Source: an optimization exercise on an open RTL-to-GDS flow (aim: small area). Production flows keep margins and buffers that such runs may drop. Only simulation tests tie the RTL to the original design; equivalence was not proved. Power is estimated from default activity; no workload was simulated.

// top_ip_i2c
module top_ip_i2c
(
    input       wire                PCLK,PRESETn  ,
    input       wire                PSEL,PENABLE  ,
    input       wire                PWRITE        ,
    input       wire    [31:0]      PADDR         ,
    input       wire    [31:0]      PWDATA        ,
    output      wire    [31:0]      PRDATA        ,
    output      wire                PREADY        ,
    output      wire                PSLVERR       ,
    output      wire                PINT          ,
    input       wire                sda_i         ,
    output      wire                sda_o         ,
    output      wire                scl_o         ,
    input       wire                scl_i
);
For scale: ~1100 cells after synthesis, roughly 110 I/O pins, ~9500 µm² of cells after synthesis.
Settings: LEC_CHECK=0, CAP_MARGIN=20, CORE_MARGIN=2, CORE_UTILIZATION=65, PLACE_DENSITY=0.8, SLEW_MARGIN=20; clock period 10.0 ns.
standard.sh (not shown) runs the stock make flow with config.mk's settings and CLKGATE_MAP_FILE= SYNTH_SCRIPT=/design/flow/synth_recipe.tcl, a recipe that flattens the netlist after the stock synthesis.
==> flow/flow/run.sh <==
#!/bin/bash
# Own layout flow: the standard ORFS flow (standard.sh) with these changes:
#  - the port buffers that ORFS adds are the smallest buffer cell;
#  - clock tree: clkbuf_16 cluster buffers (up to 32 sinks, 80 um), clkbuf_8 root and tree
#    buffers, no dummy loads;
set -euo pipefail
W=$(pwd)
export CTS_ARGS='-sink_clustering_enable -repair_clock_nets -dont_use_dummy_load -buf_list sky130_fd_sc_hd__clkbuf_16 -sink_clustering_size 32 -sink_clustering_max_diameter 80 -root_buf sky130_fd_sc_hd__clkbuf_8 -tree_buf sky130_fd_sc_hd__clkbuf_8'

sed -e "s#WORK_HOME=[^ ]*#WORK_HOME=$W/ref#" standard.sh > ref_standard.sh
bash ref_standard.sh synth > ref_synth.log 2>&1

# 2. This flow's synthesis script: the reference script with an area-oriented ABC call.
{
  cat <<'EOT'
proc abc {args} {
  set keep {}
  set skip 0
  foreach a $args {
    if {$skip} { set skip 0; continue }
    if {$a in {-script -constr -D}} { set skip 1; continue }
    lappend keep $a
  }
  yosys abc {*}$keep -script {+strash;&get,-n;&deepsyn,-T,60;&put;dch,-f;amap;topo}
}
EOT
  cat synth_recipe.tcl
} > area_synth.tcl

sed -e "s#SYNTH_SCRIPT=[^ ]*#SYNTH_SCRIPT=$W/area_synth.tcl ADDER_MAP_FILE= SYNTH_OPERATIONS_ARGS=-noshare 'BUFFER_PORTS_ARGS=-buffer_cell sky130_fd_sc_hd__buf_1'#" \
  standard.sh > area_standard.sh
bash area_standard.sh synth > area_synth.log 2>&1

ff_list() {
  python3 - "$1" <<'EOP'
import re, sys
txt = open(sys.argv[1]).read()
ffs = sorted(set(re.findall(r"^\s*(sky130_fd_sc_hd__(?:df|edf|sdf|sedf|dl)\w*)\s+(\S+)\s*\(", txt, re.M)))
for c, n in ffs:
    print(re.sub(r"_\d+$", "", c), n)
EOP
}
ff_list ref/results/sky130hd/top_ip_i2c/base/1_2_yosys.v > ref_regs.txt
ff_list orfs/results/sky130hd/top_ip_i2c/base/1_2_yosys.v > area_regs.txt
if cmp -s ref_regs.txt area_regs.txt && [[ -s ref_regs.txt ]]; then
  echo "registers match the reference synthesis ($(wc -l < ref_regs.txt))" | tee regs_check.log
  bash area_standard.sh > area_flow.log 2>&1
else
  echo "registers differ from the reference synthesis: standard flow" | tee regs_check.log
  diff ref_regs.txt area_regs.txt >> regs_check.log || true
  rm -rf orfs
  bash standard.sh > standard_flow.log 2>&1
fi
Change:
--- a/flow/design.v
+++ b/flow/design.v
@@ -10,22 +10,26 @@
     output      wire                PSLVERR       ,
     output      wire                PINT          ,
     input       wire                sda_i         ,
     output      wire                sda_o         ,
     output      wire                scl_o         ,
     input       wire                scl_i
 );
     function automatic [19:0] inc20(input [19:0] q);
         reg c; integer i;
         begin c = 1'b1; for (i = 0; i < 20; i = i + 1) begin inc20[i] = q[i] ^ c; c = c & q[i]; end end
     endfunction
+    function automatic ge20(input [19:0] a, input [19:0] b);    
+        reg g; integer i;
+        begin g = 1'b1; for (i = 0; i < 20; i = i + 1) g = (a[i] & ~b[i]) | (~(a[i] ^ b[i]) & g); ge20 = g; end
+    endfunction
     wire        setup   = PSEL & ~PENABLE;
     wire        wr      = setup &  PWRITE;
     wire        rd      = setup & ~PWRITE;
     wire [6:0]  idx     = PADDR[8:2];
     reg  [8:0]  tx_apb_addr;
     reg  [7:0]  tx_apb_data;
     reg  [7:0]  tx_apb_data_cnt;
     reg  [13:0] tx_ctrl;
     reg  [19:0] time_out;
     reg         irpt_en, tx_data_en;
     reg  [7:0]  prdata;
@@ -214,69 +218,68 @@
     end
     wire m_scl_o = (mq == M_IDLE) | (m_sta_sto ^ (mq == M_START));
     wire m_tx    = ~m_sda_i & ((mq == M_AACK) | (mq == M_RACK & m_cb_nz));
     wire [7:0] m_status = {4'b0, mq == M_WACK, m_tx, mq == M_STOP, 1'b0};
     localparam [2:0] S_IDLE = 3'd0, S_RADDR = 3'd1, S_AADDR = 3'd2, S_RD = 3'd3,
                      S_ARD  = 3'd4, S_WR    = 3'd5, S_AWR   = 3'd6;
     wire        s_sda_i = ss ? sda_i : 1'b1;
     wire        s_scl_i = ss ? scl_i : 1'b1;
     wire [6:0]  s_addr  = ss ? tx_apb_addr[8:2] : 7'd0;
     wire [7:0]  s_din   = ss ? tx_apb_data : 8'd0;
     reg         s_reg_scl, s_reg_sda;
-    reg  [7:0]  s_dscl;          
-    reg         s_dscl9;         
-    reg  [8:1]  s_nsda;          
+    reg  [7:0]  s_dscl, s_dsf, s_dsr;
     reg  [7:0]  s_cnt_st;
     reg         s_sta, s_sto, s_dsta, s_dsto;
     reg         s_ready;
     reg  [7:0]  s_sr;
     reg  [2:0]  sq, sq_next;
     reg         s_reg_addr;
     reg         s_sda;
     reg  [3:0]  s_cnt_bit;
     reg  [7:0]  s_dout;
     reg         s_rw;
     reg         s_reg_tx, s_reg_stretch;
     reg         s_stc;
     reg  [19:0] s_cnt_stretch;
     wire s_scl_ev   = s_reg_scl ^ s_scl_i;
     wire s_scl_fall = s_reg_scl & ~s_scl_i;
     wire s_scl_rise = ~s_reg_scl & s_scl_i;
     wire s_sda_rise = ~s_scl_ev & ~s_reg_sda & s_sda_i;
     wire s_sda_fall = ~s_scl_ev & s_reg_sda & ~s_sda_i;
     wire s_d_scl    = s_dscl[7];
-    wire s_d_nscl_ev = ~(s_dscl9 ^ s_dscl[7]);
-    wire s_d_sf     = ~s_nsda[8] &  s_nsda[7] & s_d_nscl_ev;
-    wire s_d_sr     =  s_nsda[8] & ~s_nsda[7] & s_d_nscl_ev;
+    wire s_d_sf     = s_dsf[7];
+    wire s_d_sr     = s_dsr[7];
     wire s_to_ge    = s_cnt_stretch >= time_out;
     wire s_to_gt    = s_cnt_stretch >  time_out;
     always_ff @(posedge PCLK)
     begin
         s_reg_scl <= s_scl_i;
         s_reg_sda <= s_sda_i;
     end
     always_ff @(posedge PCLK or negedge PRESETn)
     begin
-        if (~PRESETn)
+        if (~PRESETn) begin
             s_dscl <= 8'd0;
-        else
+            s_dsf  <= 8'd0;
+            s_dsr  <= 8'd0;
+        end else begin
             s_dscl <= {s_dscl[6:0], s_scl_i};
+            s_dsf  <= {s_dsf[6:0], s_sda_fall};
+            s_dsr  <= {s_dsr[6:0], s_sda_rise};
+        end
     end
     always_ff @(posedge PCLK)
     begin
-        s_dscl9 <= s_dscl[7];
-        s_nsda  <= {s_nsda[7:1], ~s_reg_sda};
-    end
-    always_ff @(posedge PCLK)
-    begin
-        if ((s_sda_fall | s_sda_rise) & s_d_scl)
+        if (~PRESETn)
+            s_cnt_st <= 8'd0;
+        else if ((s_sda_fall | s_sda_rise) & s_d_scl)
             s_cnt_st <= 8'd0;
         else
             s_cnt_st <= inc20({12'd0, s_cnt_st});
     end
     always_ff @(posedge PCLK)
     begin
         if (~PRESETn) begin
             s_sta  <= 1'b0;
             s_sto  <= 1'b0;
             s_dsta <= 1'b0;
             s_dsto <= 1'b0;
After rerunning: Count of clock-buffer cells in the layout stays the same. Via count is lower slightly. Core utilization is higher by 0.50 points. Maximum frequency is lower by roughly a tenth. Worst setup slack loses 750 ps. First-iteration DRC count is lower by a few percent. Routed wire length is higher slightly. Combinational power is lower by well over a third. Hold slack barely changes. Synthesized area is higher slightly. Total power is lower slightly. Flip-flop and latch count is higher by 7.

========
Another version of the RTL of top_ip_i2c (not shown whole).
For scale: roughly 1100 cells after synthesis, about 230 flip-flops, about 110 I/O pins, roughly 9500 µm² of cells after synthesis.
// top_ip_i2c
module top_ip_i2c
(
    input       wire                PCLK,PRESETn  ,
    input       wire                PSEL,PENABLE  ,
    input       wire                PWRITE        ,
    input       wire    [31:0]      PADDR         ,
    input       wire    [31:0]      PWDATA        ,
    output      wire    [31:0]      PRDATA        ,
    output      wire                PREADY        ,
    output      wire                PSLVERR       ,
    output      wire                PINT          ,
    input       wire                sda_i         ,
    output      wire                sda_o         ,
    output      wire                scl_o         ,
    input       wire                scl_i
);
Settings: LEC_CHECK=0, CAP_MARGIN=20, CORE_MARGIN=2, CORE_UTILIZATION=65, PLACE_DENSITY=0.8, SLEW_MARGIN=20; clock period 10.0 ns.
==> flow/flow/run.sh <==
#!/bin/bash
# Own layout flow: the standard ORFS flow (standard.sh) with these changes:
#  - the port buffers that ORFS adds are the smallest buffer cell;
#  - clock tree: clkbuf_8 cluster buffers (up to 20 sinks, 50 um), clkbuf_8 root and tree
#    buffers, no dummy loads;
set -euo pipefail
W=$(pwd)
export CTS_ARGS='-sink_clustering_enable -repair_clock_nets -dont_use_dummy_load -buf_list sky130_fd_sc_hd__clkbuf_8 -sink_clustering_size 20 -sink_clustering_max_diameter 50 -root_buf sky130_fd_sc_hd__clkbuf_8 -tree_buf sky130_fd_sc_hd__clkbuf_8'

sed -e "s#WORK_HOME=[^ ]*#WORK_HOME=$W/ref#" standard.sh > ref_standard.sh
bash ref_standard.sh synth > ref_synth.log 2>&1

# 2. This flow's synthesis script: the reference script with an area-oriented ABC call.
{
  cat <<'EOT'
proc abc {args} {
  set keep {}
  set skip 0
  foreach a $args {
    if {$skip} { set skip 0; continue }
    if {$a in {-script -constr -D}} { set skip 1; continue }
    lappend keep $a
  }
  yosys abc {*}$keep -script {+strash;&get,-n;&deepsyn,-T,60;&put;dch,-f;amap;topo}
}
EOT
  cat synth_recipe.tcl
} > area_synth.tcl

sed -e "s#SYNTH_SCRIPT=[^ ]*#SYNTH_SCRIPT=$W/area_synth.tcl ADDER_MAP_FILE= SYNTH_OPERATIONS_ARGS=-noshare 'BUFFER_PORTS_ARGS=-buffer_cell sky130_fd_sc_hd__buf_1'#" \
  standard.sh > area_standard.sh
bash area_standard.sh synth > area_synth.log 2>&1

ff_list() {
  python3 - "$1" <<'EOP'
import re, sys
txt = open(sys.argv[1]).read()
ffs = sorted(set(re.findall(r"^\s*(sky130_fd_sc_hd__(?:df|edf|sdf|sedf|dl)\w*)\s+(\S+)\s*\(", txt, re.M)))
for c, n in ffs:
    print(re.sub(r"_\d+$", "", c), n)
EOP
}
ff_list ref/results/sky130hd/top_ip_i2c/base/1_2_yosys.v > ref_regs.txt
ff_list orfs/results/sky130hd/top_ip_i2c/base/1_2_yosys.v > area_regs.txt
if cmp -s ref_regs.txt area_regs.txt && [[ -s ref_regs.txt ]]; then
  echo "registers match the reference synthesis ($(wc -l < ref_regs.txt))" | tee regs_check.log
  bash area_standard.sh > area_flow.log 2>&1
else
  echo "registers differ from the reference synthesis: standard flow" | tee regs_check.log
  diff ref_regs.txt area_regs.txt >> regs_check.log || true
  rm -rf orfs
  bash standard.sh > standard_flow.log 2>&1
fi
==> next run, changes <==
--- a/flow/design.v
+++ b/flow/design.v
@@ -109,36 +109,39 @@
     reg         m_sda;
     reg  [7:0]  m_dout;
     reg  [15:0] m_cnt_clk;
     reg         m_reg_scl;
     reg         m_sta_sto;
     reg  [10:0] d_cnt, d_cnt2;
     reg         sclk, clk_en;
     wire        m_cnt_z  = (m_cnt == 3'd0);
     wire        m_cb_nz  = |m_cb;
     wire        m_stretch = (m_cnt_clk >= {6'd0, div_cnt[10:1]}) & ~&m_cnt_clk[15:1];
     always_ff @(posedge PCLK)
     begin
-        if (d_cnt >= div_cnt) begin
+        if (~PRESETn) begin
+            d_cnt <= 11'd0;
+            sclk  <= 1'b0;
+        end else if (d_cnt >= div_cnt) begin
             d_cnt <= 11'd0;
             sclk  <= 1'b1;
         end else if (~m_stretch) begin
             d_cnt <= inc20({9'd0, d_cnt});
             sclk  <= 1'b0;
         end
     end
     wire d2_wrap = d_cnt2 >= {1'b0, div_cnt[10:1]};
     always_ff @(posedge PCLK)
     begin
-        if (d2_wrap)
+        if (~PRESETn | d2_wrap)
             d_cnt2 <= 11'd0;
         else if (~m_stretch)
             d_cnt2 <= inc20({9'd0, d_cnt2});
     end
     always_ff @(posedge PCLK)
     begin
         if (~PRESETn)
             clk_en <= 1'b0;
         else if (d2_wrap)
             clk_en <= ~clk_en;
         else if (~m_stretch)
             clk_en <= 1'b0;
@@ -259,25 +262,25 @@
         if (~PRESETn)
             s_dscl <= 8'd0;
         else
             s_dscl <= {s_dscl[6:0], s_scl_i};
     end
     always_ff @(posedge PCLK)
     begin
         s_dscl9 <= s_dscl[7];
         s_nsda  <= {s_nsda[7:1], ~s_reg_sda};
     end
     always_ff @(posedge PCLK)
     begin
-        if ((s_sda_fall | s_sda_rise) & s_d_scl)
+        if (~PRESETn | ((s_sda_fall | s_sda_rise) & s_d_scl))
             s_cnt_st <= 8'd0;
         else
             s_cnt_st <= inc20({12'd0, s_cnt_st});
     end
     always_ff @(posedge PCLK)
     begin
         if (~PRESETn) begin
             s_sta  <= 1'b0;
             s_sto  <= 1'b0;
             s_dsta <= 1'b0;
             s_dsto <= 1'b0;
         end else if (s_sda_fall & s_d_scl)
The changed run produced a clean layout.
Area after synthesis falls by about 0.9%.
Final area falls by 0.70%.
Wire length falls by about 2.7%.
Power rises by about 1.4%.
Cell count falls by about 0.7%.
Global-route usage falls by 0.93 points.
Synthesized cell count falls by about 0.9%.

port drivers added, routing unchanged:
The flow's constraints put no driver on any port. The routed layouts listed below were extracted and timed again, unchanged, in two steps.
Step 1 (the two cells are an assumption about what drives the block):
set clk [get_ports {PCLK}]
set_driving_cell -lib_cell sky130_fd_sc_hd__clkbuf_16 $clk
set_driving_cell -lib_cell sky130_fd_sc_hd__buf_2 [delete_from_list [all_inputs] $clk]
Step 2 also shifts input and output timing later by t, the mid clock arrival at the registers, as if the neighbouring blocks saw the same clock.
Slacks: ideal ports / drivers / drivers and shift; pairs: ideal ports / drivers.
| run | t, ns | setup WS [ns] | hold slack, ns | worst setup path at the end | worst register clock-pin slew, ns |
|---|---|---|---|---|---|
| the first run of note 1 | 0.527 | 5.163 / 5.122 / 4.949 | 0.339 / 0.339 / 0.339 | input to register | 0.12 / 0.12 |
| the second run of note 1 | 0.528 | 4.416 / 4.432 / 3.904 | 0.341 / 0.341 / 0.341 | input to register | 0.12 / 0.12 |
| the first run of note 2 | 0.541 | 5.108 / 5.071 / 5.149 | 0.339 / 0.339 / 0.339 | input to register | 0.11 / 0.11 |
| the second run of note 2 | 0.534 | 3.921 / 3.938 / 3.404 | 0.338 / 0.338 / 0.338 | input to register | 0.11 / 0.11 |
After both steps setup and hold are still met in every run listed. The setup slack of the second run of note 2, which loses most, moves by +0.017 ns with the drivers and by -0.517 ns with both steps.
